What follows belongs to an exercise in optimizing a design on an open flow for small area; a production flow would make more cautious choices. Where RTL was checked, it was by simulation tests only, not by an equivalence proof against the original. Only the layout flow was run in runs 1 and 4 to 7; the RTL was not checked for function there. Power and IR drop assume default switching activity.

[flow/design.v]
`timescale 1ns / 1ps
module ma5_add #(parameter W = 16, parameter F = 6, parameter B = 5) (
    input  wire [W-1:0] a,
    input  wire [W-1:0] b,
    input  wire         cin,
    output reg  [W-1:0] s
);
    reg [W-1:0] s0;
    reg c, bc, pa;
    integer i, k;
    always @* begin
        c = cin;
        for (i = 0; i < F; i = i + 1) begin
            s[i] = a[i] ^ b[i] ^ c;
            c = (a[i] & b[i]) | (a[i] & c) | (b[i] & c);
        end
        bc = c;
        for (k = F; k < W; k = k + B) begin
            c = 1'b0;
            pa = 1'b1;
            for (i = k; i < k + B && i < W; i = i + 1) begin
                s0[i] = a[i] ^ b[i] ^ c;
                c = (a[i] & b[i]) | (a[i] & c) | (b[i] & c);
                s[i] = s0[i] ^ (bc & pa);
                pa = pa & s0[i];
            end
            bc = c | (bc & pa);
        end
    end
endmodule
module moving_average_v5 (
    input wire clk,
    input wire rst_n,
    input wire enable,
    input wire data_refresh,
    input wire output_refresh_mode,
    input wire signed [15:0] din,
    input wire [2:0] mode,
    output reg signed [15:0] dout,
    output reg output_pulse
);
reg [27:4] acc;
reg [15:0] h0, h1, h2, h3;
reg [3:0] cnt;
reg init_flag;
wire upd  = enable & data_refresh;
wire load = ~init_flag & (cnt == 4'd0);
reg [23:0] x, y;
always @* begin
    if (!upd)
        x = 24'b0;
    else if (init_flag)
        x = {{8{din[15]}}, din};
    else if (load)
        x = {din, 8'b0};
    else
        x = {{4{din[15]}}, din, 4'b0};
    y = (upd & init_flag) ? ~{{8{h3[15]}}, h3} : 24'b0;
end
wire cin_a = upd & init_flag;
wire [23:0] xs = acc ^ x ^ y;
wire [23:0] xc = (acc & x) | (acc & y) | (x & y);
wire [23:0] acc_next;
ma5_add #(.W(24), .F(5), .B(5)) u_acc_add (
    .a(xs), .b({xc[22:0], cin_a}), .cin(1'b0), .s(acc_next)
);
wire m1 = (mode == 3'b001);
wire m2 = (mode == 3'b010);
wire m3 = (mode == 3'b011);
wire [15:0] q = ({16{m1}} & ~h2) | ({16{m2}} & h1) | ({16{m3}} & acc[27:12]);
wire [15:0] t1s = h0 ^ h1 ^ h2;
wire [15:0] t1c = (h0 & h1) | (h0 & h2) | (h1 & h2);
wire [15:0] t1cs = {t1c[14:0], 1'b0};
wire [15:0] t2s = t1s ^ t1cs ^ q;
wire [15:0] t2c = (t1s & t1cs) | (t1s & q) | (t1cs & q);
wire [15:0] w;
ma5_add #(.W(16), .F(4), .B(4)) u_out_add (
    .a(t2s), .b({t2c[14:0], m1}), .cin(1'b0), .s(w)
);
reg [15:0] dnext;
always @* begin
    case (mode)
        3'b001:         dnext = {w[15], w[15:1]};
        3'b010, 3'b011: dnext = {{2{w[15]}}, w[15:2]};
        3'b100, 3'b101: dnext = acc[27:12];
        default:        dnext = din;
    endcase
end
reg pnext;
always @* begin
    case (mode)
        3'b001:  pnext = cnt[0];
        3'b010:  pnext = (cnt[1:0] == 2'b10);
        3'b011:  pnext = (cnt[1:0] == 2'b11);
        3'b100:  pnext = (cnt == 4'b0111);
        3'b101:  pnext = (cnt == 4'b1111);
        default: pnext = 1'b1;
    endcase
end
always @(posedge clk or negedge rst_n) begin
    if (!rst_n) begin
        acc <= 24'b0;
    end else begin
        acc <= acc_next;
    end
end
always @(posedge clk or negedge rst_n) begin
    if (!rst_n) begin
        h0 <= 16'b0; h1 <= 16'b0; h2 <= 16'b0;
        cnt <= 4'b0;
        init_flag <= 1'b0;
        dout <= 16'b0;
        output_pulse <= 1'b0;
    end else if (enable) begin
        if (data_refresh) begin
            h0 <= din; h1 <= h0; h2 <= h1;
            if (!init_flag) begin
                cnt <= cnt + 4'd1;
                if (cnt == 4'd15) init_flag <= 1'b1;
            end
        end
        output_pulse <= data_refresh & (output_refresh_mode | pnext);
        dout <= dnext;
    end
end
always @(posedge clk) begin
    if (enable & data_refresh) h3 <= h2;
end
endmodule
[flow/standard.sh]
#!/bin/bash
# synth_recipe.tcl (not shown) runs the flow's synth.tcl, then flattens the netlist and writes it again
# the make line also repeats each setting of config.mk as NAME=value (left out here)
make -C /OpenROAD-flow-scripts/flow DESIGN_CONFIG=/design/flow/config.mk WORK_HOME=/design/flow/orfs CLKGATE_MAP_FILE= SYNTH_SCRIPT=/design/flow/synth_recipe.tcl "${@:-finish}"
[flow/config.mk]
export PLATFORM = sky130hd
export DESIGN_NAME = moving_average_v5
export DESIGN_NICKNAME = moving_average_v5
export VERILOG_FILES = /design/flow/design.v
export SDC_FILE = /design/flow/constraint.sdc
export NUM_CORES = 4
export LEC_CHECK = 0
export ABC_AREA = 1
export CAP_MARGIN = 20
export CORE_MARGIN = 2
export CORE_UTILIZATION = 60
export CTS_BUF_LIST = sky130_fd_sc_hd__clkbuf_8
export SLEW_MARGIN = 20
[flow/flow/amap.script]
strash
dch -f
map
[flow/flow/reabc.ys]
# Re-map the logic between registers and adder cells for area.
# Registers, full and half adders and tie cells stay as they are (black boxes);
# every other cell is read as its liberty function and mapped again by abc.
read_liberty -overwrite -ignore_miss_func @LIB@
blackbox sky130_fd_sc_hd__fa_* sky130_fd_sc_hd__ha_* sky130_fd_sc_hd__df* sky130_fd_sc_hd__edf* sky130_fd_sc_hd__sdf* sky130_fd_sc_hd__dl* sky130_fd_sc_hd__conb_*
read_verilog @IN@
hierarchy -check -top @TOP@
flatten
rename -hide w:*.*
opt_clean -purge
abc -script @SCRIPT@ -liberty @LIB@ @DONTUSE@
splitnets
opt_clean -purge
write_verilog -noattr -nohex -nodec -selected @OUT@.tmp.v
design -reset
read_liberty -lib @LIB@
read_verilog @OUT@.tmp.v
hierarchy -check -top @TOP@
hilomap -singleton -hicell sky130_fd_sc_hd__conb_1 HI -locell sky130_fd_sc_hd__conb_1 LO
opt_clean -purge
check -assert -mapped
stat -liberty @LIB@
write_verilog -noattr -nohex -nodec @OUT@
[flow/flow/run.sh]
#!/bin/bash
# The standard layout with an area pass after its standard synthesis:
#  * each port gets the smallest buffer (buf_1);
#  * clock tree synthesis inserts no dummy loads;
#  * the synthesized netlist is improved without touching its registers:
#    fa_polarity.py picks each full adder's polarity (a full adder is
#    self-dual) to drop inverters, and abc re-maps the remaining logic for
#    area (reabc.ys), three times over; the result replaces 1_2_yosys.v and the
#    standard flow continues from there. Timing is then repaired by the flow.
set -euo pipefail
export BUFFER_PORTS_ARGS="-buffer_cell sky130_fd_sc_hd__buf_1"
export CTS_ARGS="-sink_clustering_enable -repair_clock_nets -buf_list sky130_fd_sc_hd__clkbuf_8 -dont_use_dummy_load"
R=orfs/results/sky130hd/moving_average_v5/base
L=orfs/logs/sky130hd/moving_average_v5/base
LIB=$FLOW_HOME/platforms/sky130hd/lib/sky130_fd_sc_hd__tt_025C_1v80.lib
bash standard.sh synth > synth.log 2>&1
cp $R/1_2_yosys.v yosys_standard.v
DONTUSE=$(grep -o -- "-dont_use [^ ]*" $L/1_2_yosys.log | sort -u | tr '\n' ' ')
cur=yosys_standard.v
for i in 1 2 3; do
  python3 flow/fa_polarity.py $cur pol$i.v >> fa_polarity.log 2>&1
  sed -e "s#@LIB@#$LIB#g" -e "s#@IN@#pol$i.v#" -e "s#@OUT@#abc$i.v#" \
      -e "s#@SCRIPT@#flow/amap.script#" -e "s#@TOP@#$FLOW_TOP#" \
      -e "s#@DONTUSE@#$DONTUSE#" flow/reabc.ys > reabc$i.ys
  yosys -l reabc$i.log reabc$i.ys > /dev/null
  cur=abc$i.v
done
python3 flow/fa_polarity.py $cur yosys_final.v >> fa_polarity.log 2>&1
cp yosys_final.v $R/1_2_yosys.v
rm -f $R/1_synth.odb
bash standard.sh > standard.log 2>&1
[flow/flow/fa_polarity.py]
#!/usr/bin/env python3
"""Remove inverters around full adders by choosing each full adder's polarity.

A full adder is self-dual: FA(~a, ~b, ~c) gives ~SUM and ~COUT. Synthesis
often maps adder chains with every input inverted; this picks, for each
sky130 fa cell, whether to use it as is or with all pins complemented, so
that the fewest inverters are needed, and rewrites the netlist. Buffers and
inverters are dissolved and one inverter is put back per net that needs its
complement. The logic function and every register are unchanged.

usage: fa_polarity.py in.v out.v
"""
import math
import random
import re
import sys

OUT_PINS = {'X', 'Y', 'Q', 'Q_N', 'SUM', 'COUT', 'HI', 'LO', 'GCLK'}
INV_RE = re.compile(r'^sky130_fd_sc_hd__(inv|clkinv)_\d+$')
BUF_RE = re.compile(r'^sky130_fd_sc_hd__(buf|clkbuf)_\d+$')
FA_RE = re.compile(r'^sky130_fd_sc_hd__fa_\d+$')
CONST = {"1'h0": "1'h1", "1'h1": "1'h0", "1'b0": "1'b1", "1'b1": "1'b0"}

src = open(sys.argv[1]).read()
cell_re = re.compile(r'^(\s*)(sky130_fd_sc_hd__\w+)\s+(\S+)\s*\((.*?)\);\n', re.S | re.M)
pin_re = re.compile(r'\.(\w+)\(([^()]*)\)')

cells = []
for m in cell_re.finditer(src):
    pins = [(p, n.strip()) for p, n in pin_re.findall(m.group(4))]
    cells.append({'type': m.group(2), 'name': m.group(3), 'pins': pins,
                  'span': m.span()})

# output ports (their nets keep their drivers)
hdr = src[:src.index(');')]
out_ports = set()
for m in re.finditer(r'^\s*output\s+(\[(\d+):(\d+)\]\s+)?(\S+?)\s*;', src, re.M):
    if m.group(1):
        hi, lo = int(m.group(2)), int(m.group(3))
        for i in range(min(hi, lo), max(hi, lo) + 1):
            out_ports.add('%s[%d]' % (m.group(4), i))
    else:
        out_ports.add(m.group(4))

driver = {}
for idx, c in enumerate(cells):
    for p, n in c['pins']:
        if p in OUT_PINS:
            driver[n] = (idx, p)

def transparent(c):
    if INV_RE.match(c['type']) or BUF_RE.match(c['type']):
        outn = [n for p, n in c['pins'] if p in OUT_PINS][0]
        return outn not in out_ports
    return False

trans = [transparent(c) for c in cells]
inv_par = [1 if INV_RE.match(c['type']) else 0 for c in cells]

root_cache = {}
def root(n):
    if n in root_cache:
        return root_cache[n]
    par = 0
    cur = n
    seen = 0
    while cur in driver and trans[driver[cur][0]] and seen < 1000:
        idx = driver[cur][0]
        par ^= inv_par[idx]
        cur = [x for p, x in cells[idx]['pins'] if p == 'A'][0]
        seen += 1
    root_cache[n] = (cur, par)
    return root_cache[n]

fa_idx = [i for i, c in enumerate(cells) if FA_RE.match(c['type'])]
fa_var = {i: k for k, i in enumerate(fa_idx)}

# consumers: (cell idx, pin, root, parity)
consumers = []
for idx, c in enumerate(cells):
    if trans[idx]:
        continue
    for p, n in c['pins']:
        if p in OUT_PINS:
            continue
        r, par = root(n)
        consumers.append((idx, p, r, par))
for n in sorted(out_ports):
    if n in driver and trans[driver[n][0]]:
        pass  # cannot happen: such drivers are kept
    r, par = root(n)
    if r != n:
        consumers.append((-1, n, r, par))

roots = sorted(set(x[2] for x in consumers))
root_id = {r: i for i, r in enumerate(roots)}
root_cons = [[] for _ in roots]
for k, (idx, p, r, par) in enumerate(consumers):
    root_cons[root_id[r]].append(k)
root_drv_fa = []
for r in roots:
    d = driver.get(r)
    root_drv_fa.append(fa_var.get(d[0]) if d else None)

fa_roots = [set() for _ in fa_idx]
for k, (idx, p, r, par) in enumerate(consumers):
    if idx in fa_var:
        fa_roots[fa_var[idx]].add(root_id[r])
for ri, v in enumerate(root_drv_fa):
    if v is not None:
        fa_roots[v].add(ri)

flip = [0] * len(fa_idx)

def need(k):
    idx, p, r, par = consumers[k]
    v = fa_var.get(idx)
    return par ^ (flip[v] if v is not None else 0)

def root_cost(ri):
    r = roots[ri]
    if r in CONST:
        return 0
    v = root_drv_fa[ri]
    prov = flip[v] if v is not None else 0
    for k in root_cons[ri]:
        if need(k) != prov:
            return 1
    return 0

def total():
    return sum(root_cost(i) for i in range(len(roots)))

def delta(v):
    rs = fa_roots[v]
    before = sum(root_cost(i) for i in rs)
    flip[v] ^= 1
    after = sum(root_cost(i) for i in rs)
    flip[v] ^= 1
    return after - before

orig_inv = sum(1 for i, c in enumerate(cells) if trans[i] and inv_par[i])
orig_buf = sum(1 for i, c in enumerate(cells) if trans[i] and not inv_par[i])
cost = total()
start = cost
best = cost
best_flip = flip[:]
random.seed(1)
n = len(fa_idx)
if n:
    T = 2.0
    steps = 40000
    for s in range(steps):
        T = 2.0 * (1 - s / steps) + 0.01
        v = random.randrange(n)
        d = delta(v)
        if d <= 0 or random.random() < math.exp(-d / T):
            flip[v] ^= 1
            cost += d
            if cost < best:
                best = cost
                best_flip = flip[:]
    flip = best_flip[:]
    # final greedy descent
    improved = True
    while improved:
        improved = False
        for v in range(n):
            if delta(v) < 0:
                flip[v] ^= 1
                improved = True
    best = total()

sys.stderr.write('fa_polarity: %d full adders, %d flipped; inverters %d -> %d '
                 '(buffers dissolved: %d)\n' % (n, sum(flip), orig_inv, best, orig_buf))

# ---- rewrite ----
inv_net = {}
new_cells = []
ninv = 0
tag = 0
while ('_fapol%d_' % tag) in src:
    tag += 1
prefix = '_fapol%d_' % tag
def inv_of(r):
    global ninv
    if r in CONST:
        return CONST[r]
    if r not in inv_net:
        name = '%sn%d_' % (prefix, ninv)
        inv_net[r] = name
        new_cells.append('  sky130_fd_sc_hd__inv_1 %si%d_ (\n    .A(%s),\n    .Y(%s)\n  );\n'
                         % (prefix, ninv, ref(r), name))
        ninv += 1
    return inv_net[r]

def ref(r):
    return r + ' ' if r.startswith('\\') else r

new_pins = {}
for k, (idx, p, r, par) in enumerate(consumers):
    ri = root_id[r]
    v = root_drv_fa[ri]
    prov = flip[v] if v is not None else 0
    net = ref(r) if need(k) == prov else inv_of(r)
    new_pins[(idx, p)] = net

out = []
pos = 0
extra_assign = []
for idx, c in enumerate(cells):
    a, b = c['span']
    out.append(src[pos:a])
    pos = b
    if trans[idx]:
        continue
    lines = []
    for p, nn in c['pins']:
        if p in OUT_PINS:
            lines.append('    .%s(%s)' % (p, ref(nn) if not nn.startswith('\\') else nn + ' '))
        else:
            lines.append('    .%s(%s)' % (p, new_pins[(idx, p)]))
    out.append('  %s %s (\n%s\n  );\n' % (c['type'], c['name'], ',\n'.join(lines)))
out.append(src[pos:])
text = ''.join(out)
# output ports fed through a dissolved buffer/inverter chain
for k, (idx, p, r, par) in enumerate(consumers):
    if idx == -1:
        extra_assign.append('  assign %s = %s;\n' % (p, new_pins[(idx, p)]))
decl = ''.join('  wire %s;\n' % n for n in inv_net.values())
ins = text.index('  sky130_fd_sc_hd__')
text = text[:ins] + decl + ''.join(new_cells) + ''.join(extra_assign) + text[ins:]
open(sys.argv[2], 'w').write(text)
[flow/constraint.sdc]
create_clock -name core_clock -period 6.0 [get_ports {clk}]
set_input_delay 1.2000 -clock core_clock [delete_from_list [all_inputs] [get_ports {clk}]]
set_output_delay 1.2000 -clock core_clock [all_outputs]
set_load 0.01 [all_outputs]
==> run_results.csv, run 1 <==
group,metric,value,unit
global_routing,wire_length_of_the_first_global_routing_pass,30920,µm
final_layout,layout.nets,906,
pwr,p_sw_share,44.23,%
routing,avgRoutedWirePerCell,20.42,µm
pwr,power.total,3.339,mW
pwr,power.clock.fraction,11.1,%
clock_network,clock_sinks,110,
routing,route.antenna.remaining_nets,0,
pwr,leakage,3.620,nW
setup_path,critical_path_required,6.26,ns
synth,netlist_area,0.007164,mm²
clock_network,cts_tree,"yes",
routing,drcViolationCount,0,
clock_network,clk_path_buf_depth,2,
clock_network,cts_made_buffers,9,
timing,timing_max_transition_violations_final,0,
place,io_buffers,40,
worst_hold_path,holdCritPathClass,"reg2reg",
final_layout,final_layout_size_suffix_gt1_share,5.905,%
final_layout,area_delta_synth_final,9.081,%
final_layout,num-fill-cells,913,
setup_path,cpMaxStageDelayCell,"sky130_fd_sc_hd__fa_1",
timing,slew_at_the_pin_with_the_worst_max_slew_slack,0.7254,ns
timing,worst_hold_slack_across_all_endpoints,0.5157,ns
global_routing,globalRouteOverflowTotal,0,
clock_network,postCtsSetupRepairBufs,0,
timing,final_period_utilization,94.29,%
clock_network,clk_pin_slew,0.09,ns
timing,grt_setup_unrepaired,"false",
routing,drt_first_pass_iters,5,
timing,slew_headroom,51.01,%
global_routing,initial_antenna_violation_count,0,
clock_network,clkLatencyLatePin,0.39,ns
pwr,cellPowerDensity,427.3,mW/mm²
timing,timing.final.ws_setup,0.3428,ns
pwr,max-vdd-ir-drop,257.9,µV
floorplanning,floorplan.core_area,0.01152,mm²
timing,fin_worst_skew,0.01781,ns
synth,syn_inst,708,
final_layout,layout.cells.most_common,"sky130_fd_sc_hd__nand2_1",
final_layout,mostFrequentLayoutCells,"136 x sky130_fd_sc_hd__nand2_1, 94 x sky130_fd_sc_hd__dfrtp_1, 87 x sky130_fd_sc_hd__inv_1",
setup_path,endpoint_class_of_the_critical_path,"flop",
clock_network,cts_root_buf,"sky130_fd_sc_hd__clkbuf_8",
clock_network,cts-hold-fix-buffers,0,
job,max-cap-violations,0,
pwr,power.net_switching,1.477,mW
setup_path,crit_path_cell_trace,"buf_1 -> nand3_1 -> o221ai_1 -> fa_1 -> ha_1 -> fa_1 -> fa_1 -> fa_1 -> a21oi_1 -> nor2_1 -> nand2_1 -> nand2_1 -> ha_1 -> nand2_1 -> o21ai_0 -> a311oi_1 -> o21ai_0",
global_routing,grt_max_degree,50,
timing,setup_violations,0,
clock_network,post_cts_resize_count,0,
worst_hold_path,hold_crit_depth,2,
clock_network,total_number_of_h_tree_levels,3,
final_layout,antennaDiodeCount,0,
setup_path,setup.worst_path.class,"in2reg",
floorplanning,design.portCount,41,
place,gp_weighted_congestion,0.9242,
setup_path,critical_path.max_stage_delay,0.54,ns
status,outcome,"finished clean",
timing,timing_hold_violations_final,0,
pwr,seq_power_share,33.8,%
floorplanning,height_of_the_chip,113.3,µm
place,hpwlAfterDp,15030,µm
floorplanning,die-area,0.01283,mm²
global_routing,first_global_vias,5745,
floorplanning,rows,39,
synth,warnings_synthesis,3,
timing,clock.fmax,0.1768,GHz
routing,drt-initial-drc-count,620,
setup_path,reg2regPathDepth,22,
setup_path,startpoint_type,"input port",
setup_path,worst_ep_arrival_time,5.92,ns
place,post-place-cells,913,
pwr,comb_power_share,55.0,%
timing,min_period,5.657,ns
routing,vias,5544,
routing,detail_route.vias_per_cell,6.013,
place,dp_slack,-0.05081,ns
floorplanning,start_util,62.21,%
pwr,intPower,1.862,mW
routing,routed_wl,18830,µm
floorplanning,die_w,113.3,µm
final_layout,final_util,67.86,%
global_routing,grt_use_total,32.39,%
setup_path,critPathMaxFanout,7,
final_layout,final_cell_count_no_fill,922,
synth,synth.avg_cell_area,10.12,µm²
setup_path,cpMostUsedCell,"sky130_fd_sc_hd__fa_1",
synth,post_synth_net_total,833,
sequential cells by signal, indices dropped and copies added, names as in the netlist:
name          count
h2               16
h1               16
init_flag         1
dout             16
h0               16
cnt               4
output_pulse      1
acc              24
h3               16
layer usage:
metal / global-route usage [%] / vias up / share of wire [%]
li1: - / 2542 / -
met1: 44.32 / 2698 / 40
met2: 50.58 / 256 / 48
met3: 7.284 / 48 / 7.4
met4: 13.90 / 0 / 4.3
met5: 0 / - / 0
area by class of cell:
cell class              count  area, µm²  share of cell area, %
well taps                 143      178.9                  2.289
multi-input cells         510       4026                  51.52
clock buffers               9      123.9                  1.585
inverters                  88      334.1                  4.275
repair buffers             62      319.1                  4.083
flip-flops and latches    110       2833                  36.25
power by group through the flow:
stage,combinational [mW],clock [mW],sequential (mW)
floorplan,1.32,0,1.10
global placement,1.76,0,1.15
detailed placement,1.81,0,1.14
CTS,1.83,0.379,1.13
global route,2.08,0.401,1.15
finish,1.84,0.371,1.13
stage by stage:
step,cell area [µm²],setup TNS (ns)
after detailed placement,7687,-0.07318
after floorplan,7184,0
final,7815,0
after global placement,7687,0
after CTS,7811,0
after global routing,7815,0
final timing paths:
path                                 startpoint                   end  slack [ns]
max                                     mode[0]  dout[10]$_DFFE_PN0P_        0.34
min                        dout[13]$_DFFE_PN0P_  dout[13]$_DFFE_PN0P_        0.52
max reg2reg                  cnt[0]$_DFFE_PN0P_     acc[25]$_DFF_PN0_        0.62
min reg2reg                dout[13]$_DFFE_PN0P_  dout[13]$_DFFE_PN0P_        0.52
max in group asynchronous                 rst_n     acc[12]$_DFF_PN0_        4.06
min in group asynchronous                 rst_n     h2[1]$_DFFE_PN0N_        0.84
critical path, delay by kind of cell:
family          cells  cell delay [ns]
buf+inv             1             0.27
simple gates        5             0.79
compound gates      5             1.21
fa+ha+maj           6             2.44
==> run 2, diff against run 1 <==
--- a/flow/design.v
+++ b/flow/design.v
@@ -62,5 +62,5 @@
 wire [23:0] xc = (acc & x) | (acc & y) | (x & y);
 wire [23:0] acc_next;
-ma5_add #(.W(24), .F(5), .B(5)) u_acc_add (
+ma5_add #(.W(24), .F(4), .B(5)) u_acc_add (
     .a(xs), .b({xc[22:0], cin_a}), .cin(1'b0), .s(acc_next)
 );
==> run 2 against run 1 <==
Compared with the run above: clock-buffer cell count stayed put; still clean on timing, DRC and antenna; critical path depth is 2 higher; critical path type unchanged; die area is 0.34% higher; largest cell class unchanged; clock power hardly changed; cell area is 0.13% lower; via count is 1.8% higher; first-iteration DRC count is 4.2% lower.
==> run_results.csv, run 2 <==
group,metric,value,unit
pwr,leakage,3.647,nW
place,gp_weighted_congestion,0.9341,
setup_path,worst-r2r-setup-slack,0.85,ns
final_layout,num-fill-cells,956,
place,io_buffers,40,
worst_hold_path,hold_crit_depth,2,
final_layout,area_delta_synth_final,8.563,%
global_routing,grt_max_degree,54,
pwr,cellPowerDensity,425.9,mW/mm²
global_routing,globalRouteOverflowTotal,0,
final_layout,layout.cells.most_common,"sky130_fd_sc_hd__nand2_1",
worst_hold_path,origin_of_the_worst_min_delay_path,"dout[2]$_DFFE_PN0P_",
routing,detail_route.vias_per_cell,6.097,
synth,warnings_synthesis,3,
routing,avgRoutedWirePerCell,21.13,µm
clock_network,clk_pin_slew,0.10,ns
global_routing,first_global_vias,5935,
synth,synth.avg_cell_area,10.06,µm²
clock_network,post_cts_resize_count,0,
timing,clock.fmax,0.1861,GHz
routing,drcViolationCount,0,
timing,slew_headroom,45.70,%
timing,timing_max_transition_violations_final,0,
timing,min_period,5.374,ns
final_layout,final_layout_size_suffix_gt1_share,5.875,%
clock_network,cts-hold-fix-buffers,0,
final_layout,antennaDiodeCount,0,
timing,fin_worst_skew,0.02251,ns
setup_path,worst_ep_arrival_time,5.64,ns
final_layout,layout.nets,910,
timing,worst_hold_slack_across_all_endpoints,0.4916,ns
job,max-cap-violations,0,
setup_path,endpoint_class_of_the_critical_path,"flop",
clock_network,clk_path_buf_depth,2,
place,hpwlAfterDp,15510,µm
synth,netlist_area,0.007189,mm²
routing,routed_wl,19560,µm
timing,setup_violations,0,
final_layout,largest_register_ff_count,24,
setup_path,reg2regPathDepth,18,
routing,drt-initial-drc-count,594,
final_layout,registers.top_by_ff_count,"acc",
pwr,max-vdd-ir-drop,292.6,µV
setup_path,critical_path_required,6.27,ns
floorplanning,height_of_the_chip,113.5,µm
global_routing,wire_length_of_the_first_global_routing_pass,31950,µm
floorplanning,die-area,0.01287,mm²
clock_network,total_number_of_h_tree_levels,3,
setup_path,r2r-start,"cnt[0]$_DFFE_PN0P_",
final_layout,mostFrequentLayoutCells,"119 x sky130_fd_sc_hd__nand2_1, 94 x sky130_fd_sc_hd__dfrtp_1, 84 x sky130_fd_sc_hd__inv_1",
status,outcome,"finished clean",
routing,drt_first_pass_iters,5,
timing,fin_tns_setup,0,ns
synth,post_synth_net_total,840,
setup_path,setup.worst_path.class,"in2reg",
floorplanning,design.portCount,41,
worst_hold_path,holdPathEnd,"dout[2]$_DFFE_PN0P_",
timing,final_period_utilization,89.57,%
clock_network,cts_made_buffers,9,
clock_network,cts_root_buf,"sky130_fd_sc_hd__clkbuf_8",
floorplanning,rows,39,
floorplanning,die_w,113.5,µm
pwr,power.total,3.324,mW
floorplanning,floorplan.core_area,0.01156,mm²
floorplanning,start_util,62.17,%
setup_path,startpoint_type,"input port",
clock_network,clock_sinks,110,
clock_network,clkLatencyLatePin,0.40,ns
clock_network,postCtsSetupRepairBufs,0,
worst_hold_path,holdCritPathClass,"reg2reg",
synth,syn_inst,715,
setup_path,r2r_end,"acc[24]$_DFF_PN0_",
global_routing,grt_use_total,33.60,%
timing,slew_at_the_pin_with_the_worst_max_slew_slack,0.8137,ns
global_routing,initial_antenna_violation_count,0,
routing,route.antenna.remaining_nets,0,
setup_path,critPathMaxFanout,7,
timing,timing_hold_violations_final,0,
clock_network,cts_tree,"yes",
routing,vias,5646,
timing,grt_setup_unrepaired,"false",
-- run 2: layer usage --
layer / routed length, µm / GRT usage, %
met5: 0 / 0
met4: 858 / 14.47
met3: 1367 / 7.279
met2: 9541 / 55.21
met1: 7795 / 43.66
-- run 2: through the flow --
step                      worst slack, ns  cell area, µm²  cells  util [%]
after global routing               0.3395            7805    926     67.49
final                              0.6259            7805    926     67.49
after global placement             0.3773            7681    917     66.42
after floorplan                    0.2247            7201    715         -
after CTS                          0.6455            7805    926     67.49
after detailed placement           0.2308            7681    917     66.42
-- run 2: worst max-delay path, cell delays in order --
cell and delay, ns:
sky130_fd_sc_hd__buf_1 0.22, sky130_fd_sc_hd__nor2_1 0.11, sky130_fd_sc_hd__nand2_1 0.25, sky130_fd_sc_hd__o221ai_1 0.19, sky130_fd_sc_hd__fa_1 0.50, sky130_fd_sc_hd__ha_1 0.22, sky130_fd_sc_hd__fa_1 0.45, sky130_fd_sc_hd__fa_1 0.46
sky130_fd_sc_hd__fa_1 0.55, sky130_fd_sc_hd__inv_1 0.06, sky130_fd_sc_hd__or2_2 0.30, sky130_fd_sc_hd__nand2_1 0.13, sky130_fd_sc_hd__nand4_1 0.16, sky130_fd_sc_hd__nand2_1 0.10, sky130_fd_sc_hd__ha_1 0.24, sky130_fd_sc_hd__nand2_1 0.07
sky130_fd_sc_hd__o21ai_0 0.09, sky130_fd_sc_hd__a311oi_1 0.22, sky130_fd_sc_hd__o21ai_0 0.13
-- run 2: worst max path at each step --
| stage | start | end | slack, ns | depth (start not counted) |
|---|---|---|---|---|
| 2_1_floorplan | data_refresh | acc[24]$_DFF_PN0_ | 0.22 | 16 |
| 3_3_place_gp | mode[0] | dout[12]$_DFFE_PN0P_ | 0.38 | 18 |
| 3_5_place_dp | mode[2] | dout[12]$_DFFE_PN0P_ | 0.23 | 19 |
| 4_1_cts | mode[2] | dout[10]$_DFFE_PN0P_ | 0.65 | 19 |
| 5_1_grt | mode[2] | dout[10]$_DFFE_PN0P_ | 0.34 | 19 |
| 6_report | mode[2] | dout[10]$_DFFE_PN0P_ | 0.63 | 19 |
-- run 2: layout make-up --
cell class	count	area, µm²	area share (%)
Sequential cell	110	2833	36.29
Multi-Input combinational cell	520	4050	51.89
Tap cell	143	178.9	2.292
Timing Repair Buffer	59	296.5	3.799
Inverter	85	322.8	4.136
Clock buffer	9	123.9	1.587
-- run 2: report_power, final --
group / total (mW) / switching [mW] / internal (mW)
logic: 1.81 / 1.05 / 0.765
clock network: 0.370 / 0.235 / 0.135
registers: 1.14 / 0.190 / 0.953
total: 3.32 / 1.47 / 1.85
==> run 3, diff against run 2 <==
--- a/flow/flow/run.sh
+++ b/flow/flow/run.sh
@@ -3,4 +3,6 @@
 #  * each port gets the smallest buffer (buf_1);
 #  * clock tree synthesis inserts no dummy loads;
+#  * after global routing, cells off the critical paths are downsized
+#    (RECOVER_POWER);
 #  * the synthesized netlist is improved without touching its registers:
 #    fa_polarity.py picks each full adder's polarity (a full adder is
@@ -11,4 +13,5 @@
 export BUFFER_PORTS_ARGS="-buffer_cell sky130_fd_sc_hd__buf_1"
 export CTS_ARGS="-sink_clustering_enable -repair_clock_nets -buf_list sky130_fd_sc_hd__clkbuf_8 -dont_use_dummy_load"
+export RECOVER_POWER=100
 R=orfs/results/sky130hd/moving_average_v5/base
 L=orfs/logs/sky130hd/moving_average_v5/base
==> run 3 against run 2 <==
Compared with the run above: now fails the layout checks on capacitance limit, slew limit; critical path depth down 2; sequential power about the same; clock skew about the same; cell area down 0.35%; clock power about the same; combinational power about the same; first-iteration DRC count down 0.34%; maximum frequency down 1.9%; worst setup slack worse by 0.10 ns; largest cell class unchanged; largest power group unchanged.
==> run_results.csv, run 3 <==
group,metric,value,unit
final_layout,layout.cells.most_common,"sky130_fd_sc_hd__nand2_1",
routing,drt_first_pass_iters,5,
final_layout,num-fill-cells,964,
setup_path,cpMaxStageDelayCell,"sky130_fd_sc_hd__fa_1",
routing,route.antenna.remaining_nets,0,
timing,worst_hold_slack_across_all_endpoints,0.4915,ns
pwr,max-vdd-ir-drop,292.6,µV
timing,final_period_utilization,91.28,%
setup_path,path_buf_inv,2,
pwr,leakage,3.628,nW
pwr,power.total,3.319,mW
setup_path,worst_ep_arrival_time,5.78,ns
global_routing,globalRouteOverflowTotal,0,
routing,drt-initial-drc-count,592,
timing,fin_tns_setup,0,ns
setup_path,critical_path_required,6.30,ns
timing,slew_at_the_pin_with_the_worst_max_slew_slack,2.351,ns
floorplanning,die-area,0.01287,mm²
synth,syn_inst,715,
final_layout,layout.nets,910,
clock_network,clk_path_buf_depth,2,
clock_network,postCtsSetupRepairBufs,0,
setup_path,endpoint_class_of_the_critical_path,"flop",
place,hpwlAfterDp,15510,µm
floorplanning,start_util,62.17,%
timing,timing_max_transition_violations_final,92,
synth,netlist_area,0.007189,mm²
final_layout,largest_register_ff_count,24,
clock_network,clk_pin_slew,0.08,ns
clock_network,cts_root_buf,"sky130_fd_sc_hd__clkbuf_8",
pwr,cellPowerDensity,426.7,mW/mm²
timing,fin_worst_skew,0.02264,ns
clock_network,cts-hold-fix-buffers,0,
status,layout.failed_checks,"capacitance limit, slew limit",
routing,vias,5667,
setup_path,critPathMaxFanout,8,
final_layout,area_delta_synth_final,8.180,%
pwr,seq_power_share,34.4,%
place,io_buffers,40,
setup_path,cpMostUsedCell,"sky130_fd_sc_hd__fa_1",
clock_network,total_number_of_h_tree_levels,3,
pwr,p_sw_share,44.20,%
timing,grt_setup_unrepaired,"false",
timing,timing_hold_violations_final,0,
final_layout,antennaDiodeCount,0,
status,outcome,"failed layout checks",
floorplanning,design.portCount,41,
worst_hold_path,origin_of_the_worst_min_delay_path,"dout[2]$_DFFE_PN0P_",
setup_path,critical_path.max_stage_delay,0.53,ns
final_layout,final_util,67.25,%
synth,synth.avg_cell_area,10.06,µm²
floorplanning,rows,39,
pwr,intPower,1.852,mW
job,max-cap-violations,2,
setup_path,setup.worst_path.class,"in2reg",
global_routing,grt_max_degree,54,
pwr,comb_power_share,54.5,%
synth,warnings_synthesis,3,
setup_path,worstSetupStartpoint,"enable",
routing,avgRoutedWirePerCell,21.09,µm
floorplanning,die_w,113.5,µm
final_layout,mostFrequentLayoutCells,"120 x sky130_fd_sc_hd__nand2_1, 94 x sky130_fd_sc_hd__dfrtp_1, 84 x sky130_fd_sc_hd__inv_1",
timing,setup_violations,0,
clock_network,cts_tree,"yes",
timing,clock.fmax,0.1826,GHz
clock_network,clock_sinks,110,
floorplanning,floorplan.core_area,0.01156,mm²
global_routing,wire_length_of_the_first_global_routing_pass,31950,µm
clock_network,clkLatencyLatePin,0.39,ns
setup_path,worst_path_dominant_cell_family,"adder cells",
setup_path,crit_path_cell_trace,"buf_1 -> nand2_1 -> clkinvlp_2 -> nand2_1 -> o22ai_1 -> fa_1 -> ha_1 -> fa_1 -> fa_1 -> fa_1 -> fa_1 -> a21oi_1 -> o21ai_0 -> nand4_1 -> nand2_1 -> ha_1 -> xor2_1",
synth,post_synth_net_total,840,
global_routing,first_global_vias,5935,
clock_network,post_cts_resize_count,0,
global_routing,grt_use_total,33.60,%
worst_hold_path,holdCritPathClass,"reg2reg",
global_routing,initial_antenna_violation_count,0,
timing,slew_headroom,-56.71,%
floorplanning,height_of_the_chip,113.5,µm
routing,detail_route.vias_per_cell,6.120,
timing,min_period,5.477,ns
pwr,power.clock.fraction,11.1,%
pwr,power.net_switching,1.467,mW
routing,routed_wl,19530,µm
place,gp_weighted_congestion,0.9341,
final_layout,registers.top_by_ff_count,"acc",
setup_path,r2r-start,"cnt[0]$_DFFE_PN0P_",
final_layout,final_layout_size_suffix_gt1_share,5.236,%
routing,drcViolationCount,0,
setup_path,startpoint_type,"input port",
clock_network,cts_made_buffers,9,
==> run 3: path summary, 6_finish.rpt <==
kind / to / slack (ns) / depth (start not counted)
max in group asynchronous: acc[18]$_DFF_PN0_ / 2.12 / 2
worst max-delay path: acc[24]$_DFF_PN0_ / 0.52 / 17
worst max register to register: acc[24]$_DFF_PN0_ / 0.85 / 18
worst min-delay path: dout[2]$_DFFE_PN0P_ / 0.49 / 2
min in group asynchronous: h0[13]$_DFFE_PN0N_ / 1.52 / 1
worst min register to register: dout[2]$_DFFE_PN0P_ / 0.49 / 2
==> run 3: power groups by stage <==
stage / sequential, mW / clock, mW / combinational (mW)
2_1_floorplan: 1.10 / 0 / 1.34
3_3_place_gp: 1.15 / 0 / 1.74
3_5_place_dp: 1.16 / 0 / 1.80
4_1_cts: 1.14 / 0.380 / 1.82
5_1_grt: 1.16 / 0.408 / 2.08
6_report: 1.14 / 0.369 / 1.81
==> run 3: cell type report <==
type	instances	area, µm²	area share, %
Timing Repair Buffer	59	279.0	3.588
Multi-Input combinational cell	520	4043	51.98
Inverter	85	320.3	4.118
Tap cell	143	178.9	2.301
Sequential cell	110	2833	36.42
Clock buffer	9	123.9	1.593
==> run 3: tightest hold or removal path: cells and delay by family (launching register included) <==
kind,cells,cell delay [ns]
flip-flops,1,0.35
AO/OA/AOI/OAI,1,0.06
AND/OR/NAND/NOR,1,0.05
==> run 3: through the flow <==
stage,cells,instance area [µm²],setup WS (ns)
3_5_place_dp,917,7681,0.2308
5_1_grt,926,7777,0.2157
2_1_floorplan,715,7201,0.2247
6_report,926,7777,0.5230
4_1_cts,926,7805,0.6455
3_3_place_gp,917,7681,0.3773
==> run 3: per-layer routing <==
metal  global-route usage [%]  part of all wire, %
met1                    43.66                   40
met2                    55.21                   49
met3                    7.279                  7.1
met4                    14.47                  4.3
met5                        0                    0
==> run 4, diff against run 3 <==
--- a/flow/design.v
+++ b/flow/design.v
@@ -68,7 +68,11 @@
 wire m2 = (mode == 3'b010);
 wire m3 = (mode == 3'b011);
-wire [15:0] q = ({16{m1}} & ~h2) | ({16{m2}} & h1) | ({16{m3}} & acc[27:12]);
-wire [15:0] t1s = h0 ^ h1 ^ h2;
-wire [15:0] t1c = (h0 & h1) | (h0 & h2) | (h1 & h2);
+wire [2:0] hv = {3{init_flag}} | {cnt > 4'd2, cnt > 4'd1, cnt != 4'd0};
+wire [15:0] g0 = h0 & {16{hv[0]}};
+wire [15:0] g1 = h1 & {16{hv[1]}};
+wire [15:0] g2 = h2 & {16{hv[2]}};
+wire [15:0] q = ({16{m1}} & ~g2) | ({16{m2}} & g1) | ({16{m3}} & acc[27:12]);
+wire [15:0] t1s = g0 ^ g1 ^ g2;
+wire [15:0] t1c = (g0 & g1) | (g0 & g2) | (g1 & g2);
 wire [15:0] t1cs = {t1c[14:0], 1'b0};
 wire [15:0] t2s = t1s ^ t1cs ^ q;
@@ -107,5 +111,4 @@
 always @(posedge clk or negedge rst_n) begin
     if (!rst_n) begin
-        h0 <= 16'b0; h1 <= 16'b0; h2 <= 16'b0;
         cnt <= 4'b0;
         init_flag <= 1'b0;
@@ -114,5 +117,4 @@
     end else if (enable) begin
         if (data_refresh) begin
-            h0 <= din; h1 <= h0; h2 <= h1;
             if (!init_flag) begin
                 cnt <= cnt + 4'd1;
@@ -125,5 +127,7 @@
 end
 always @(posedge clk) begin
-    if (enable & data_refresh) h3 <= h2;
+    if (enable & data_refresh) begin
+        h0 <= din; h1 <= h0; h2 <= h1; h3 <= h2;
+    end
 end
 endmodule
--- a/flow/flow/run.sh
+++ b/flow/flow/run.sh
@@ -3,6 +3,4 @@
 #  * each port gets the smallest buffer (buf_1);
 #  * clock tree synthesis inserts no dummy loads;
-#  * after global routing, cells off the critical paths are downsized
-#    (RECOVER_POWER);
 #  * the synthesized netlist is improved without touching its registers:
 #    fa_polarity.py picks each full adder's polarity (a full adder is
@@ -13,5 +11,4 @@
 export BUFFER_PORTS_ARGS="-buffer_cell sky130_fd_sc_hd__buf_1"
 export CTS_ARGS="-sink_clustering_enable -repair_clock_nets -buf_list sky130_fd_sc_hd__clkbuf_8 -dont_use_dummy_load"
-export RECOVER_POWER=100
 R=orfs/results/sky130hd/moving_average_v5/base
 L=orfs/logs/sky130hd/moving_average_v5/base
==> run 4 against run 3 <==
Compared with the run above: sequential share of layout area rose by 1.4 points; synthesized area rose by 0.96%; clock skew barely moved; clock-buffer cell count did not move; flip-flop and latch count did not move; sequential power fell by 6%; now clean on timing, DRC and antenna; critical path depth rose by 4; final cell count fell by 0.86%; clock power rose by 2%; worst setup slack got worse by 0.14 ns; combinational power fell by 35%; first-iteration DRC count fell by 22%; critical path type unchanged.
==> run_results.csv, run 4 <==
group,metric,value,unit
timing,setup_violations,0,
setup_path,endpoint_class_of_the_critical_path,"flop",
routing,drt_first_pass_iters,7,
timing,grt_setup_unrepaired,"false",
routing,drt-initial-drc-count,462,
setup_path,cpMostUsedCell,"sky130_fd_sc_hd__fa_1",
pwr,cellPowerDensity,322.1,mW/mm²
synth,netlist_area,0.007258,mm²
pwr,max-vdd-ir-drop,219.6,µV
floorplanning,height_of_the_chip,114.0,µm
setup_path,crit_path_cell_trace,"buf_1 -> nor3b_1 -> inv_1 -> o22ai_1 -> a21oi_1 -> fa_1 -> inv_1 -> ha_1 -> inv_1 -> fa_1 -> fa_1 -> fa_1 -> nor2_1 -> nand3_1 -> o211ai_1 -> buf_4 -> nand4_1 -> nand3b_1 -> nand3_1 -> nand3_1 -> o2bb2ai_1",
routing,detail_route.vias_per_cell,6.241,
setup_path,critical_path.max_stage_delay,0.51,ns
timing,timing_hold_violations_final,0,
final_layout,layout.cells.most_common,"sky130_fd_sc_hd__nand2_1",
final_layout,largest_register_ff_count,24,
clock_network,clock_sinks,110,
routing,drcViolationCount,0,
timing,min_period,5.618,ns
synth,post_synth_net_total,810,
pwr,leakage,3.512,nW
floorplanning,start_util,60.93,%
timing,final_period_utilization,93.64,%
timing,slew_headroom,54.59,%
routing,vias,5729,
floorplanning,design.portCount,41,
final_layout,mostFrequentLayoutCells,"106 x sky130_fd_sc_hd__nand2_1, 79 x sky130_fd_sc_hd__inv_1, 74 x sky130_fd_sc_hd__fa_1",
synth,synth.avg_cell_area,10.63,µm²
setup_path,startpoint_type,"input port",
final_layout,registers.top_by_ff_count,"acc",
global_routing,grt_use_total,35.34,%
final_layout,final_cell_count_no_fill,918,
timing,fin_worst_skew,0.02273,ns
global_routing,wire_length_of_the_first_global_routing_pass,33240,µm
final_layout,final_layout_size_suffix_gt1_share,9.468,%
setup_path,worst_path_dominant_cell_family,"adder cells",
final_layout,antennaDiodeCount,0,
clock_network,cts_made_buffers,9,
final_layout,layout.nets,900,
global_routing,initial_antenna_violation_count,0,
routing,avgRoutedWirePerCell,22.90,µm
routing,route.antenna.remaining_nets,0,
global_routing,grt_max_degree,47,
timing,worst_hold_slack_across_all_endpoints,0.4529,ns
place,hpwlAfterDp,16530,µm
place,gp_weighted_congestion,0.9862,
place,dp_slack,-0.02753,ns
status,outcome,"finished clean",
floorplanning,rows,40,
clock_network,clkLatencyLatePin,0.41,ns
clock_network,clk_pin_slew,0.10,ns
synth,syn_inst,683,
global_routing,globalRouteOverflowTotal,0,
synth,warnings_synthesis,3,
final_layout,area_delta_synth_final,11.91,%
setup_path,path_buf_inv,5,
place,post-place-cells,907,
floorplanning,die-area,0.01299,mm²
routing,routed_wl,21030,µm
setup_path,cpMaxStageDelayCell,"sky130_fd_sc_hd__fa_1",
timing,timing.final.ws_setup,0.3819,ns
timing,timing_max_transition_violations_final,0,
timing,clock.fmax,0.1780,GHz
clock_network,clk_path_buf_depth,2,
setup_path,critPathMaxFanout,5,
timing,slew_at_the_pin_with_the_worst_max_slew_slack,0.6812,ns
worst_hold_path,holdCritPathClass,"reg2reg",
setup_path,critical_path_required,6.29,ns
pwr,power.total,2.617,mW
floorplanning,die_w,114.0,µm
setup_path,setup.worst_path.class,"in2reg",
job,max-cap-violations,0,
setup_path,worst_ep_arrival_time,5.91,ns
clock_network,total_number_of_h_tree_levels,3,
floorplanning,floorplan.core_area,0.01191,mm²
clock_network,cts_root_buf,"sky130_fd_sc_hd__clkbuf_8",
clock_network,cts_tree,"yes",
global_routing,first_global_vias,6008,
clock_network,cts-hold-fix-buffers,0,
timing,fin_tns_setup,0,ns
place,io_buffers,40,
-- run 4: cell types whose count changed in the layout (fill, tap and decap cells not counted), sizes merged, moves of 14 or more --
cell,previous run,this run
edfxtp,16,64
o21ai,68,39
nor2,58,72
o221ai,19,1
a21oi,41,26
dfrtp,94,46
buf,53,78
-- run 4: metrics by stage --
step	cell area, µm²	util, %
finish	8123	68.19
global route	8123	68.19
CTS	8098	67.98
detailed placement	7974	66.94
global placement	7974	66.94
floorplan	7336	-
-- run 4: worst paths after layout --
kind                                    start                   end  slack [ns]  cells after the start
max reg2reg                cnt[0]$_DFFE_PN0P_  dout[15]$_DFFE_PN0P_        0.46                     23
min reg2reg                   h2[9]$_DFFE_PP_       h3[9]$_DFFE_PP_        0.45                      0
max in group asynchronous               rst_n   dout[9]$_DFFE_PN0P_        4.61                      2
min in group asynchronous               rst_n     acc[12]$_DFF_PN0_        0.91                      2
max                                   mode[1]  dout[15]$_DFFE_PN0P_        0.38                     21
min                           h2[9]$_DFFE_PP_       h3[9]$_DFFE_PP_        0.45                      0
-- run 4: what timing repair did --
item,4_1_cts,5_1_grt
resized for setup,0,3
endpoints found under the setup margin,0,10
setup buffers,0,2
-- run 4: cell type report --
class	count	area [µm²]
inverter	81	307.8
clock buffer	9	123.9
sequential	110	3073
tap	147	183.9
fill	948	3789
multi-input combinational	492	3965
timing repair buffer	79	469.2
-- run 4: routing by layer --
layer  vias to the layer above  GRT usage [%]  share of wire [%]
li1                       2523              -                  -
met1                      2819          46.33                 38
met2                       312          56.07                 47
met3                        75          5.951                8.5
met4                         0          20.57                6.0
met5                         -              0                  0
-- run 4: where the power goes --
part	internal [mW]	switching [mW]
combinational	0.487	0.685
sequential	0.942	0.125
clock	0.135	0.242
total	1.56	1.05
==> run 5, diff against run 4 <==
--- a/flow/design.v
+++ b/flow/design.v
@@ -44,6 +44,7 @@
 reg [3:0] cnt;
 reg init_flag;
+reg [2:0] hv;
 wire upd  = enable & data_refresh;
-wire load = ~init_flag & (cnt == 4'd0);
+wire load = ~hv[0];    
 reg [23:0] x, y;
 always @* begin
@@ -68,5 +69,4 @@
 wire m2 = (mode == 3'b010);
 wire m3 = (mode == 3'b011);
-wire [2:0] hv = {3{init_flag}} | {cnt > 4'd2, cnt > 4'd1, cnt != 4'd0};
 wire [15:0] g0 = h0 & {16{hv[0]}};
 wire [15:0] g1 = h1 & {16{hv[1]}};
@@ -113,8 +113,10 @@
         cnt <= 4'b0;
         init_flag <= 1'b0;
+        hv <= 3'b0;
         dout <= 16'b0;
         output_pulse <= 1'b0;
     end else if (enable) begin
         if (data_refresh) begin
+            hv <= {hv[1:0], 1'b1};
             if (!init_flag) begin
                 cnt <= cnt + 4'd1;
--- a/flow/flow/run.sh
+++ b/flow/flow/run.sh
@@ -6,5 +6,5 @@
 #    fa_polarity.py picks each full adder's polarity (a full adder is
 #    self-dual) to drop inverters, and abc re-maps the remaining logic for
-#    area (reabc.ys), three times over; the result replaces 1_2_yosys.v and the
+#    area (reabc.ys), three times over, keeping the smallest; the result replaces 1_2_yosys.v and the
 #    standard flow continues from there. Timing is then repaired by the flow.
 set -euo pipefail
@@ -18,4 +18,6 @@
 DONTUSE=$(grep -o -- "-dont_use [^ ]*" $L/1_2_yosys.log | sort -u | tr '\n' ' ')
 cur=yosys_standard.v
+best=""
+best_area=""
 for i in 1 2 3; do
   python3 flow/fa_polarity.py $cur pol$i.v >> fa_polarity.log 2>&1
@@ -24,7 +26,13 @@
       -e "s#@DONTUSE@#$DONTUSE#" flow/reabc.ys > reabc$i.ys
   yosys -l reabc$i.log reabc$i.ys > /dev/null
+  area=$(grep "Chip area" reabc$i.log | tail -1 | awk '{print $NF}')
+  if [[ -z "$best" ]] || awk "BEGIN{exit !($area < $best_area)}"; then
+    best=abc$i.v
+    best_area=$area
+  fi
   cur=abc$i.v
 done
-python3 flow/fa_polarity.py $cur yosys_final.v >> fa_polarity.log 2>&1
+echo "kept $best ($best_area um2)" >> fa_polarity.log
+python3 flow/fa_polarity.py $best yosys_final.v >> fa_polarity.log 2>&1
 cp yosys_final.v $R/1_2_yosys.v
 rm -f $R/1_synth.odb
==> run 5 against run 4 <==
Compared with the run above: cell area is 1.0% lower; first-iteration DRC count is 6.7% lower; critical endpoint is now dout[10]$_DFFE_PN0P_; routed wire length is 9.7% lower; highest routed layer unchanged; total power is 12% higher; still clean; critical path depth is 2 higher; non-clock buffer count is 17 lower; largest power group unchanged; clock power is 36% higher; synthesized cell count is 3.7% lower.
==> run_results.csv, run 5 <==
group,metric,value,unit
status,outcome,"finished clean",
pwr,power.total,2.921,mW
final_layout,largest_register_ff_count,24,
final_layout,final_util,67.76,%
clock_network,clk_path_buf_depth,2,
setup_path,crit_path_cell_trace,"buf_1 -> inv_1 -> nor3_1 -> inv_1 -> buf_4 -> o22ai_1 -> a21oi_1 -> fa_1 -> inv_1 -> ha_1 -> inv_1 -> fa_1 -> fa_1 -> fa_1 -> inv_1 -> nand4_1 -> a21oi_1 -> nor2_1 -> inv_1 -> ha_1 -> a221oi_1 -> o21ai_0 -> a22o_2",
routing,route.antenna.remaining_nets,0,
clock_network,cts-hold-fix-buffers,0,
setup_path,r2r_end,"dout[10]$_DFFE_PN0P_",
timing,timing_hold_violations_final,0,
setup_path,critical_path_required,6.33,ns
final_layout,area_delta_synth_final,11.41,%
routing,routed_wl,18980,µm
setup_path,worst_ep_arrival_time,5.86,ns
synth,syn_inst,658,
worst_hold_path,holdCritPathClass,"reg2reg",
clock_network,cts_root_buf,"sky130_fd_sc_hd__clkbuf_8",
final_layout,mostFrequentLayoutCells,"93 x sky130_fd_sc_hd__nand2_1, 90 x sky130_fd_sc_hd__inv_1, 78 x sky130_fd_sc_hd__fa_1",
synth,warnings_synthesis,3,
floorplanning,die_w,113.7,µm
setup_path,endpoint_class_of_the_critical_path,"flop",
global_routing,initial_antenna_violation_count,0,
synth,synth.avg_cell_area,10.96,µm²
setup_path,cpMaxStageDelayCell,"sky130_fd_sc_hd__fa_1",
pwr,cellPowerDensity,363.4,mW/mm²
final_layout,regArea,0.003148,mm²
worst_hold_path,holdPathEnd,"h2[9]$_DFFE_PN_",
clock_network,total_number_of_h_tree_levels,4,
global_routing,first_global_vias,5571,
synth,post_synth_net_total,782,
timing,fin_worst_skew,0.01392,ns
setup_path,setup.worst_path.class,"in2reg",
synth,netlist_area,0.007214,mm²
routing,drcViolationCount,0,
floorplanning,design.portCount,41,
global_routing,grt_max_degree,50,
setup_path,startpoint_type,"input port",
timing,worst_hold_slack_across_all_endpoints,0.4387,ns
global_routing,globalRouteOverflowTotal,0,
worst_hold_path,hold_crit_depth,0,
setup_path,worst-r2r-setup-slack,0.64,ns
final_layout,multi_input_comb_area,0.003804,mm²
pwr,leakage,3.433,nW
routing,avgRoutedWirePerCell,21.47,µm
final_layout,design_area,0.008038,mm²
timing,min_period,5.528,ns
floorplanning,start_util,60.82,%
place,hpwlAfterDp,14400,µm
setup_path,critPathMaxFanout,10,
clock_network,cts_tree,"yes",
timing,slew_headroom,50.50,%
routing,drt-initial-drc-count,431,
final_layout,registers.top_by_ff_count,"acc",
setup_path,r2r-start,"hv[1]$_DFFE_PN0N_",
final_layout,num-fill-cells,937,
timing,setup_violations,0,
timing,clock.fmax,0.1809,GHz
place,io_buffers,40,
clock_network,cts_made_buffers,17,
clock_network,clk_pin_slew,0.07,ns
pwr,max-vdd-ir-drop,220.5,µV
clock_network,clock_sinks,113,
clock_network,postCtsSetupRepairBufs,0,
final_layout,layout.nets,863,
global_routing,grt_use_total,32.21,%
routing,detail_route.vias_per_cell,6.026,
setup_path,critical_path.max_stage_delay,0.50,ns
floorplanning,die-area,0.01292,mm²
floorplanning,floorplan.core_area,0.01186,mm²
setup_path,reg2regPathDepth,18,
routing,vias,5327,
final_layout,antennaDiodeCount,0,
timing,final_period_utilization,92.14,%
floorplanning,height_of_the_chip,113.7,µm
timing,slew_at_the_pin_with_the_worst_max_slew_slack,0.7425,ns
clock_network,clkLatencyLatePin,0.44,ns
routing,drt_first_pass_iters,7,
final_layout,final_layout_size_suffix_gt1_share,9.227,%
place,postPlaceCellArea,0.007804,mm²
setup_path,cpMostUsedCell,"sky130_fd_sc_hd__inv_1",
timing,grt_setup_unrepaired,"false",
global_routing,wire_length_of_the_first_global_routing_pass,30370,µm
final_layout,layout.cells.most_common,"sky130_fd_sc_hd__nand2_1",
timing,timing_max_transition_violations_final,0,
job,max-cap-violations,0,
clock_network,post_cts_resize_count,0,
floorplanning,rows,40,
worst_hold_path,origin_of_the_worst_min_delay_path,"h1[9]$_DFFE_PN_",
place,gp_weighted_congestion,0.8870,
[run 5: worst max-delay path by stage]
stage / end / start
6_report: dout[10]$_DFFE_PN0P_ / mode[1]
5_1_grt: dout[10]$_DFFE_PN0P_ / mode[1]
4_1_cts: acc[24]$_DFF_PN0_ / enable
3_5_place_dp: dout[10]$_DFFE_PN0P_ / mode[1]
3_3_place_gp: acc[23]$_DFF_PN0_ / enable
2_1_floorplan: acc[23]$_DFF_PN0_ / enable
[run 5: report_power, final]
group | switching, mW | total, mW | internal, mW | leakage [nW]
sequential | 0.117 | 1.08 | 0.967 | 1.17
clock | 0.266 | 0.514 | 0.248 | 0.122
combinational | 0.771 | 1.32 | 0.552 | 2.14
total | 1.15 | 2.92 | 1.77 | 3.43
[run 5: area by class of cell]
| type | count | area share (%) |
|---|---|---|
| Multi-Input combinational cell | 453 | 47.32 |
| Sequential cell | 113 | 39.17 |
| Inverter | 92 | 4.374 |
| Timing Repair Buffer | 62 | 3.938 |
| Clock buffer | 17 | 2.911 |
| Tap cell | 147 | 2.288 |
[run 5: per-stage QoR]
step	cells	TNS (ns)	worst slack [ns]
global route	884	0	0.1806
detailed placement	867	0	0.08051
CTS	884	0	0.5302
finish	884	0	0.4718
global placement	867	0	0.1992
floorplan	658	-4.657	-0.5191
[run 5: per-layer routing]
metal	share of wire, %	vias up	global-route usage [%]
met5	0	-	0
met4	3.4	0	13.41
met2	48	232	51.42
met1	40	2642	42.29
li1	-	2409	-
met3	7.8	44	8.714
[run 5: worst max-delay path, delay by kind of cell]
| family | cells | cell delay (ns) |
|---|---|---|
| buf+inv | 8 | 0.96 |
| simple gates | 3 | 0.31 |
| fa+ha+maj | 6 | 2.25 |
| compound gates | 6 | 1.12 |
==> run 6, diff against run 5 <==
==> flow/flow/amap.script (replaced) <==
&get -n
&st
&dch -f
&nf -R 1000
&put
==> run 6 against run 5 <==
Compared with the run above: first-iteration DRC count is 5.3% higher; worst hold slack gained 0.0033 ns; cell area up 0.20%; maximum frequency decreased by 4.1%; still clean.
==> run_results.csv, run 6 <==
group,metric,value,unit
status,outcome,"finished clean",
clock_network,postCtsSetupRepairBufs,0,
pwr,comb_power_share,47.7,%
timing,timing_max_transition_violations_final,0,
global_routing,first_global_vias,5409,
place,gp_weighted_congestion,0.9322,
global_routing,grt_max_degree,50,
final_layout,largest_register_ff_count,24,
timing,clock.fmax,0.1735,GHz
pwr,leakage,3.245,nW
floorplanning,design.portCount,41,
final_layout,layout.cells.most_common,"sky130_fd_sc_hd__fa_1",
global_routing,wire_length_of_the_first_global_routing_pass,29370,µm
timing,setup_violations,0,
clock_network,cts_made_buffers,17,
final_layout,final_layout_size_suffix_gt1_share,14.33,%
global_routing,initial_antenna_violation_count,1,
pwr,max-vdd-ir-drop,231.8,µV
floorplanning,start_util,61.17,%
final_layout,mostFrequentLayoutCells,"78 x sky130_fd_sc_hd__fa_1, 76 x sky130_fd_sc_hd__nand2_1, 64 x sky130_fd_sc_hd__edfxtp_1",
setup_path,worst-r2r-setup-slack,0.67,ns
setup_path,worstSetupStartpoint,"data_refresh",
timing,slew_headroom,36.78,%
place,io_buffers,40,
final_layout,final_util,71.14,%
pwr,cellPowerDensity,392.7,mW/mm²
routing,drcViolationCount,0,
synth,syn_inst,563,
final_layout,design_area,0.008054,mm²
global_routing,globalRouteOverflowTotal,0,
pwr,p_sw_share,38.64,%
pwr,power.net_switching,1.222,mW
routing,routed_wl,18490,µm
synth,netlist_area,0.006925,mm²
setup_path,critical_path_required,6.35,ns
final_layout,registers.top_by_ff_count,"acc",
final_layout,area_delta_synth_final,16.30,%
routing,detail_route.vias_per_cell,6.143,
synth,warnings_synthesis,3,
timing,worst_hold_slack_across_all_endpoints,0.4420,ns
pwr,seq_power_share,36.1,%
setup_path,critPathMaxFanout,4,
routing,drt_first_pass_iters,6,
clock_network,total_number_of_h_tree_levels,4,
timing,slew_at_the_pin_with_the_worst_max_slew_slack,0.9478,ns
setup_path,endpoint_class_of_the_critical_path,"flop",
setup_path,endpoint,"acc[27]$_DFF_PN0_",
timing,min_period,5.763,ns
pwr,power.total,3.163,mW
timing,fin_tns_setup,0,ns
routing,avgRoutedWirePerCell,22.55,µm
clock_network,cts_root_buf,"sky130_fd_sc_hd__clkbuf_8",
timing,final_period_utilization,96.05,%
setup_path,r2r-start,"hv[2]$_DFFE_PN0N_",
synth,post_synth_net_total,687,
synth,synth.avg_cell_area,12.30,µm²
setup_path,startpoint_type,"input port",
worst_hold_path,holdCritPathClass,"reg2reg",
clock_network,clk_path_buf_depth,2,
final_layout,layout.nets,803,
floorplanning,die_w,111.4,µm
job,max-cap-violations,0,
place,hpwlAfterDp,13850,µm
routing,route.antenna.remaining_nets,0,
place,postPlaceCellArea,0.007790,mm²
setup_path,r2r_end,"dout[14]$_DFFE_PN0P_",
clock_network,cts_tree,"yes",
clock_network,clock_sinks,113,
pwr,power.clock.fraction,16.3,%
floorplanning,floorplan.core_area,0.01132,mm²
clock_network,clk_pin_slew,0.06,ns
timing,timing_hold_violations_final,0,
final_layout,antennaDiodeCount,0,
setup_path,setup.worst_path.class,"in2reg",
setup_path,worst_ep_arrival_time,6.12,ns
floorplanning,die-area,0.01242,mm²
pwr,intPower,1.941,mW
routing,vias,5037,
floorplanning,rows,39,
setup_path,reg2regPathDepth,22,
timing,fin_worst_skew,0.01462,ns
floorplanning,height_of_the_chip,111.4,µm
clock_network,clkLatencyLatePin,0.44,ns
routing,drt-initial-drc-count,454,
global_routing,grt_use_total,32.04,%
run 6: layer usage:
metal  vias up  GRT usage, %  wire [µm]
li1       2208             -          -
met2       255         50.89       8837
met3        62         9.145       1578
met1      2510         41.94       7291
met4         2         13.83        769
met5         -             0         13
run 6: metrics by stage:
| step | cells | setup WS (ns) |
|---|---|---|
| 6_report | 820 | 0.2369 |
| 3_3_place_gp | 803 | -0.08005 |
| 5_1_grt | 820 | -0.01578 |
| 2_1_floorplan | 563 | -1.100 |
| 3_5_place_dp | 803 | -0.2082 |
| 4_1_cts | 820 | 0.2166 |
run 6: how the worst min path moves through the flow:
stage          cells after the start             start               end  slack, ns
2_1_floorplan                      0   h0[2]$_DFFE_PN_   h1[2]$_DFFE_PN_       0.43
3_3_place_gp                       0  h0[10]$_DFFE_PN_  h1[10]$_DFFE_PN_       0.43
3_5_place_dp                       0  h0[14]$_DFFE_PN_  h1[14]$_DFFE_PN_       0.44
4_1_cts                            0  h0[11]$_DFFE_PN_  h1[11]$_DFFE_PN_       0.45
5_1_grt                            0  h0[10]$_DFFE_PN_  h1[10]$_DFFE_PN_       0.46
6_report                           0  h0[11]$_DFFE_PN_  h1[11]$_DFFE_PN_       0.44
run 6: worst max-delay path: stages:
cell and delay [ns]:
sky130_fd_sc_hd__buf_1 0.08, sky130_fd_sc_hd__buf_4 0.15, sky130_fd_sc_hd__nand2_8 0.07, sky130_fd_sc_hd__clkinvlp_4 0.12, sky130_fd_sc_hd__nand2_1 0.10, sky130_fd_sc_hd__nor2_1 0.07, sky130_fd_sc_hd__a22o_1 0.27, sky130_fd_sc_hd__fa_1 0.44
sky130_fd_sc_hd__ha_2 0.20, sky130_fd_sc_hd__fa_2 0.34, sky130_fd_sc_hd__fa_2 0.35, sky130_fd_sc_hd__fa_2 0.37, sky130_fd_sc_hd__fa_1 0.54, sky130_fd_sc_hd__a21o_1 0.14, sky130_fd_sc_hd__and3_4 0.20, sky130_fd_sc_hd__and3_4 0.19
sky130_fd_sc_hd__a21oi_2 0.07, sky130_fd_sc_hd__or3_4 0.41, sky130_fd_sc_hd__o31ai_4 0.25, sky130_fd_sc_hd__nand3b_1 0.17, sky130_fd_sc_hd__nor3_2 0.24, sky130_fd_sc_hd__xnor2_1 0.14
run 6: what timing repair did:
action	CTS	global route
setup endpoints to repair	0	6
gates resized for setup	0	5
hold buffers	0	0
run 6: layout make-up:
| cell class | instances | area, µm² |
|---|---|---|
| multi-input cells | 408 | 3735 |
| fillers | 845 | 3267 |
| flip-flops and latches | 113 | 3148 |
| repair buffers | 97 | 593.1 |
| clock buffers | 17 | 234.0 |
| well taps | 143 | 178.9 |
| inverters | 42 | 165.2 |
run 6: power groups by stage:
stage | registers, mW | logic [mW] | clock network [mW]
final | 1.14 | 1.51 | 0.514
after global routing | 1.16 | 1.68 | 0.549
after detailed placement | 1.15 | 1.48 | 0
after CTS | 1.14 | 1.49 | 0.521
after global placement | 1.15 | 1.42 | 0
after floorplan | 1.12 | 1.02 | 0
==> run 7, diff against run 6 <==
--- a/flow/flow/run.sh
+++ b/flow/flow/run.sh
@@ -10,5 +10,5 @@
 set -euo pipefail
 export BUFFER_PORTS_ARGS="-buffer_cell sky130_fd_sc_hd__buf_1"
-export CTS_ARGS="-sink_clustering_enable -repair_clock_nets -buf_list sky130_fd_sc_hd__clkbuf_8 -dont_use_dummy_load"
+export CTS_ARGS="-sink_clustering_enable -repair_clock_nets -buf_list sky130_fd_sc_hd__clkbuf_8 -dont_use_dummy_load -sink_clustering_size 16 -sink_clustering_max_diameter 80"
 R=orfs/results/sky130hd/moving_average_v5/base
 L=orfs/logs/sky130hd/moving_average_v5/base
==> run 7 against run 6 <==
Compared with the run above: still clean on timing, DRC and antenna; final cell count unchanged; global-route usage unchanged; cell area unchanged; critical endpoint unchanged.
==> run_results.csv, run 7 <==
group,metric,value,unit
status,outcome,"finished clean",
routing,drcViolationCount,0,
final_layout,final_cell_count_no_fill,820,
clock_network,postCtsSetupRepairBufs,0,
synth,syn_inst,563,
clock_network,cts_tree,"yes",
place,gp_weighted_congestion,0.9322,
job,max-cap-violations,0,
setup_path,critical_path.max_stage_delay,0.54,ns
floorplanning,die_w,111.4,µm
global_routing,grt_use_total,32.04,%
worst_hold_path,hold_crit_depth,0,
setup_path,critPathMaxFanout,4,
setup_path,critical_path_required,6.35,ns
setup_path,setup.worst_path.class,"in2reg",
synth,netlist_area,0.006925,mm²
setup_path,r2r-start,"hv[2]$_DFFE_PN0N_",
setup_path,worst-r2r-setup-slack,0.67,ns
final_layout,final_layout_size_suffix_gt1_share,14.33,%
place,post-place-cells,803,
routing,avgRoutedWirePerCell,22.55,µm
synth,synth.avg_cell_area,12.30,µm²
timing,fin_worst_skew,0.01462,ns
worst_hold_path,origin_of_the_worst_min_delay_path,"h0[11]$_DFFE_PN_",
final_layout,registers.top_by_ff_count,"acc",
setup_path,startpoint_type,"input port",
global_routing,wire_length_of_the_first_global_routing_pass,29370,µm
clock_network,clkLatencyLatePin,0.44,ns
setup_path,worstSetupStartpoint,"data_refresh",
routing,detail_route.vias_per_cell,6.143,
final_layout,antennaDiodeCount,0,
setup_path,worst_path_dominant_cell_family,"adder cells",
routing,top_layer,"met5",
final_layout,final_util,71.14,%
timing,clock.fmax,0.1735,GHz
place,hpwlAfterDp,13850,µm
routing,routed_wl,18490,µm
floorplanning,design.portCount,41,
clock_network,clk_path_buf_depth,2,
clock_network,cts_made_buffers,17,
timing,timing_hold_violations_final,0,
global_routing,globalRouteOverflowTotal,0,
setup_path,cpMaxStageDelayCell,"sky130_fd_sc_hd__fa_1",
final_layout,layout.nets,803,
floorplanning,rows,39,
pwr,cellPowerDensity,392.7,mW/mm²
setup_path,critical_path_depth,22,
worst_hold_path,holdCritPathClass,"reg2reg",
floorplanning,floorplan.core_area,0.01132,mm²
## run 7: cell counts in the layout (fill, tap and decap cells not counted)
Identical to the previous run, type by type.
## run 7: worst reg2reg max path, cell delays in order (launching register included)
cell	delay, ns
sky130_fd_sc_hd__dfrtp_1	0.38
sky130_fd_sc_hd__buf_4	0.22
sky130_fd_sc_hd__nand2_1	0.13
sky130_fd_sc_hd__fa_1	0.51
sky130_fd_sc_hd__fa_1	0.41
sky130_fd_sc_hd__inv_1	0.06
sky130_fd_sc_hd__ha_1	0.14
sky130_fd_sc_hd__inv_1	0.05
sky130_fd_sc_hd__fa_1	0.45
sky130_fd_sc_hd__fa_1	0.45
sky130_fd_sc_hd__fa_1	0.48
sky130_fd_sc_hd__o41ai_2	0.33
sky130_fd_sc_hd__buf_4	0.17
sky130_fd_sc_hd__nand3b_1	0.13
sky130_fd_sc_hd__o31ai_2	0.23
sky130_fd_sc_hd__buf_4	0.16
sky130_fd_sc_hd__nand3b_1	0.11
sky130_fd_sc_hd__nor2_1	0.13
sky130_fd_sc_hd__xnor2_1	0.15
sky130_fd_sc_hd__o21ai_0	0.14
sky130_fd_sc_hd__nand2_1	0.14
sky130_fd_sc_hd__a21oi_1	0.07
sky130_fd_sc_hd__o22ai_1	0.19
## run 7: cell type report
| cell class | instances | share of cell area (%) |
|---|---|---|
| multi-input combinational | 408 | 46.37 |
| sequential | 113 | 39.09 |
| timing repair buffer | 97 | 7.364 |
| clock buffer | 17 | 2.905 |
| tap | 143 | 2.222 |
| inverter | 42 | 2.051 |
## run 7: report_power, final
| part | leakage [nW] | switching, mW | internal, mW | total, mW |
|---|---|---|---|---|
| Combinational | 1.95 | 0.802 | 0.705 | 1.51 |
| Clock | 0.122 | 0.266 | 0.248 | 0.514 |
| Sequential | 1.18 | 0.154 | 0.988 | 1.14 |
| Total | 3.24 | 1.22 | 1.94 | 3.16 |
## run 7: metrics by stage
step	hold WS, ns	TNS, ns	power (mW)	worst slack (ns)
finish	0.4420	0	3.163	0.2369
global route	0.4599	-0.01578	3.384	-0.01578
CTS	0.4459	0	3.150	0.2166
detailed placement	0.4352	-1.487	2.631	-0.2082
global placement	0.4285	-0.2876	2.570	-0.08005
floorplan	0.4262	-7.443	2.139	-1.100
## run 7: timing repair
| action | CTS | global route |
|---|---|---|
| hold buffers | 0 | 0 |
| resized for setup | 0 | 5 |
| setup endpoints to repair | 0 | 6 |
| hold endpoints to repair | 0 | 0 |
## run 7: worst max path at each step
stage                     slack [ns]                   end
after floorplan                -1.10     acc[27]$_DFF_PN0_
after global placement         -0.08     acc[27]$_DFF_PN0_
after detailed placement       -0.21  dout[14]$_DFFE_PN0P_
after CTS                       0.22  dout[14]$_DFFE_PN0P_
after global routing           -0.02  dout[14]$_DFFE_PN0P_
final                           0.24     acc[27]$_DFF_PN0_
## run 7: layer usage
metal | vias up | global-route usage (%)
li1 | 2208 | -
met4 | 2 | 13.83
met2 | 255 | 50.89
met1 | 2510 | 41.94
met5 | - | 0
met3 | 62 | 9.145
